What follows belongs to an exercise in optimizing a design on an open flow for small area, a short achievable clock period and few clock cycles per item; a production flow would make more cautious choices. Only simulation tests tie the RTL to the original design; equivalence was not proved. Power and IR drop assume default switching activity.

north:
// working_zone
module working_zone
(
    input               i_clk,
    input               i_start,
    input               i_rst,
    input   [7:0]       i_data,
    output     [15:0]   o_address,
    output              o_done,
    output              o_en,
    output              o_we,
    output     [7:0]    o_data
);
localparam [3:0] LAST = 4'b1000;
localparam [3:0] WHIT = 4'b1001;
localparam [3:0] IDLE = 4'b1010;
reg  [3:0]  st;
reg         rdy;         
reg  [6:0]  res;         
wire        scan  = ~st[3];
wire        first = scan & (st[2:0] == 3'd0);            
wire        check = (scan & ~first) | (st == LAST);       
wire [2:0]  zone  = st[2:0] - 3'd1;                      
wire [4:0]  a_hi  = res[6:2];
wire [4:0]  a_hm1 = res[6:2] - 5'd1;
wire [1:0]  a_lo  = res[1:0];
wire [1:0]  b_lo  = i_data[1:0];
wire        lo_le = b_lo <= a_lo;
wire        match = lo_le ? (i_data[6:2] == a_hi) : (i_data[6:2] == a_hm1);
wire        hit   = check & match;
wire [1:0]  off   = a_lo - b_lo;
always @(posedge i_clk) begin
    if (i_rst)
        st <= IDLE;
    else if (hit)
        st <= WHIT;
    else if (scan)
  ...
==> module working_zone, before the edit <==
module working_zone
(
    input               i_clk,
    input               i_start,
    input               i_rst,
    input   [7:0]       i_data,
    output     [15:0]   o_address,
    output              o_done,
    output              o_en,
    output              o_we,
    output     [7:0]    o_data
);
localparam [3:0] LAST = 4'b1000;
localparam [3:0] WHIT = 4'b1001;
localparam [3:0] IDLE = 4'b1010;
reg  [3:0]  st;
reg         rdy;         
reg  [6:0]  res;         
wire        scan  = ~st[3];
wire        first = scan & (st[2:0] == 3'd0);            
wire        check = (scan & ~first) | (st == LAST);       
wire [2:0]  zone  = st[2:0] - 3'd1;                      
wire [4:0]  a_hi  = res[6:2];
wire [4:0]  a_hm1 = res[6:2] - 5'd1;
wire [1:0]  a_lo  = res[1:0];
wire [1:0]  b_lo  = i_data[1:0];
wire        lo_le = b_lo <= a_lo;
wire        match = lo_le ? (i_data[6:2] == a_hi) : (i_data[6:2] == a_hm1);
wire        hit   = check & match;
wire [1:0]  off   = a_lo - b_lo;
always @(posedge i_clk) begin
    if (i_rst)
        st <= IDLE;
    else if (hit)
        st <= WHIT;
    else if (scan)
        st <= st + 4'd1;
    else if (st == IDLE)
        st <= (i_start & ~rdy) ? 4'd0 : IDLE;
    else
        st <= IDLE;
end
always @(posedge i_clk) begin
    if (i_rst)
        rdy <= 1'b0;
    else if (st == WHIT || (st == LAST && !hit))
        rdy <= 1'b1;
    else if (~i_start)
        rdy <= 1'b0;
end
always @(posedge i_clk) begin
    if (first)
        res <= i_data[6:0];
    else if (hit)
        res <= {zone, off == 2'd3, off == 2'd2, off == 2'd1, off == 2'd0};
end
wire        we = st[3] & ~st[1];     
assign o_en      = ~i_rst;
assign o_we      = we;
assign o_address = {12'd0, st[3], st[2:1] & {2{scan}}, st[0] | we};
assign o_data    = {st[0] & st[3], res};
assign o_done    = i_start & rdy;
endmodule
==> flow/config.mk <==
export PLATFORM = sky130hd
export DESIGN_NAME = working_zone
export DESIGN_NICKNAME = working_zone
export VERILOG_FILES = /design/flow/design.v
export SDC_FILE = /design/flow/constraint.sdc
export NUM_CORES = 4
export LEC_CHECK = 0
export CAP_MARGIN = 20
export CORE_AREA = 2.3 2.72 67.7 67.28
export DIE_AREA = 0 0 70 70
export SLEW_MARGIN = 20
==> flow/constraint.sdc <==
create_clock -name core_clock -period 8.0 [get_ports {i_clk}]
set_input_delay 1.6000 -clock core_clock [delete_from_list [all_inputs] [get_ports {i_clk}]]
set_output_delay 1.6000 -clock core_clock [all_outputs]
set_load 0.01 [all_outputs]
standard.sh (not shown) runs the stock make flow with config.mk's settings and CLKGATE_MAP_FILE= SYNTH_SCRIPT=/design/flow/synth_recipe.tcl, a recipe that flattens the netlist after the stock synthesis.
==> flow/flow/run.sh <==
#!/bin/bash
# The standard layout, with these changes to how it is built:
# - synthesis is synth_recipe.tcl (the standard synthesis) with ABC's mapping
#   script replaced by an area-oriented one (flow/abc_area.script), and
#   without ORFS's full-adder extraction (ADDER_MAP_FILE empty); registers
#   are mapped exactly as in the standard synthesis
# - port buffers are sky130_fd_sc_hd__buf_1 (buffer_ports' default here is a
#   delay cell, clkdlybuf4s50_1, slow and large)
# - the constant outputs share one tie cell instead of one each
set -euo pipefail
here=$(pwd)
{ cat flow/synth_prefix.tcl; cat synth_recipe.tcl; } > my_synth.tcl
sed "s#SYNTH_SCRIPT=[^ ]*#SYNTH_SCRIPT=$here/my_synth.tcl ADDER_MAP_FILE=#" standard.sh > my_standard.sh
export FLOW_ABC_SCRIPT=$here/flow/abc_area.script
export BUFFER_PORTS_ARGS="-buffer_cell sky130_fd_sc_hd__buf_1"
export SKIP_REPAIR_TIE_FANOUT=1
bash my_standard.sh > standard.log 2>&1
==> flow/flow/abc_area.script <==
strash
ifraig
dc2
dch -f
amap -F 5 -A 20
==> flow/flow/synth_prefix.tcl <==
# Map with an area-oriented ABC script instead of ORFS's delay-oriented one;
# every other step is the standard synthesis.
proc abc {args} {
  set i [lsearch -exact $args -script]
  if {$i >= 0} {
    set args [lreplace $args $i [expr {$i + 1}] -script $::env(FLOW_ABC_SCRIPT)]
  }
  yosys abc {*}$args
}
Testbench counts of north, summed over its fixed seeds: cycles 7,900, encodings 768.
> inputs changed (north -> south)
==> flow/design.v <==
module working_zone
(
    input               i_clk,
    input               i_start,
    input               i_rst,
    input   [7:0]       i_data,
    output     [15:0]   o_address,
    output              o_done,
    output              o_en,
    output              o_we,
    output     [7:0]    o_data
);
localparam [3:0] LAST = 4'b1000;
localparam [3:0] WHIT = 4'b1001;
localparam [3:0] IDLE = 4'b1010;
localparam [3:0] DONE = 4'b1100;
reg  [3:0]  st;
reg  [6:0]  res;         
wire        scan  = ~st[3];
wire        first = scan & (st[2:0] == 3'd0);
wire        check = (scan & ~first) | (st == LAST);
wire [2:0]  zone  = {st[2] ^ ~(st[1] | st[0]), st[1] ^ ~st[0], ~st[0]};
wire [4:0]  x = i_data[6:2];
wire [4:0]  y = res[6:2];
wire [1:0]  a_lo  = res[1:0];
wire [1:0]  b_lo  = i_data[1:0];
wire        gt    = (b_lo[1] & ~a_lo[1]) | (~(b_lo[1] ^ a_lo[1]) & b_lo[0] & ~a_lo[0]);
wire [5:0]  k;
assign k[0] = gt;
genvar i;
generate for (i = 0; i < 5; i = i + 1) begin : g
    assign k[i+1] = k[i] & x[i];
end endgenerate
wire        match = ((x ^ k[4:0]) == y);
wire        hit   = check & match;
wire [1:0]  off   = {a_lo[1] ^ b_lo[1] ^ (~a_lo[0] & b_lo[0]), a_lo[0] ^ b_lo[0]};
wire [3:0]  inc   = {st[3] ^ (st[2] & st[1] & st[0]), st[2] ^ (st[1] & st[0]), st[1] ^ st[0], ~st[0]};
always @(posedge i_clk) begin
    if (i_rst)
        st <= IDLE;
    else if (hit)
        st <= WHIT;
    else if (scan)
        st <= inc;
    else case (st)
        LAST:    st <= DONE;
        WHIT:    st <= DONE;
        IDLE:    if (i_start) st <= 4'd0;
        DONE:    if (~i_start) st <= IDLE;
        default: st <= IDLE;
    endcase
end
always @(posedge i_clk) begin
    if (first)
        res <= i_data[6:0];
    else if (hit)
        res <= {zone, off == 2'd3, off == 2'd2, off == 2'd1, off == 2'd0};
end
wire        we = st[3] & ~st[2] & ~st[1];
assign o_en      = ~i_rst;
assign o_we      = we;
assign o_address = {12'd0, st[3], st[2:1] & {2{scan}}, st[0] | we};
assign o_data    = {st[0] & st[3], res};
assign o_done    = i_start & st[3] & st[2];
endmodule
### Flow results
Density: south sparser than north
south gives more post-synthesis compound-gate area fraction than north did.
north -> south: total design power increased by more than a quarter
On worst hold slack, the higher figure sits with south, not north.
Of south and north, south shows the higher relative contribution of combinational cells to total power, with north below it.
north → south: final area went down by 4.0%; number of clock buffers in the layout went up by 1; sequential share of layout area went down by 0.87 points; part of the power in registers went down by 6.1 points.
Testbench counts of south, summed over its fixed seeds: cycles 7,900, encodings 768.

==> what the ideal ports hide <==
The flow's constraints put no driver on any port. The routed layouts listed below were extracted and timed again, unchanged, in two steps.
Step 1: set_driving_cell puts a clkbuf_16 on i_clk and a buf_2 on each other input, an assumption about the parent block.
Step 2 also shifts input and output timing later by t, the mid clock arrival at the registers, as if the neighbouring blocks saw the same clock.
a / b / c = ideal ports / drivers / drivers and shift; a / b = the first two.
run	shift t [ns]	setup WS [ns]	hold slack, ns	worst slew at a driven data input, ns	pins driven straight from the clock port
north	0.258	4.054 / 4.056 / 3.798	0.537 / 0.537 / 0.537	0.04	1
south	0.262	3.752 / 3.749 / 3.488	0.553 / 0.553 / 0.553	0.04	1
After both steps setup and hold are still met in every run listed. The setup slack of south, which loses most, moves by -0.003 ns with the drivers and by -0.264 ns with both steps.
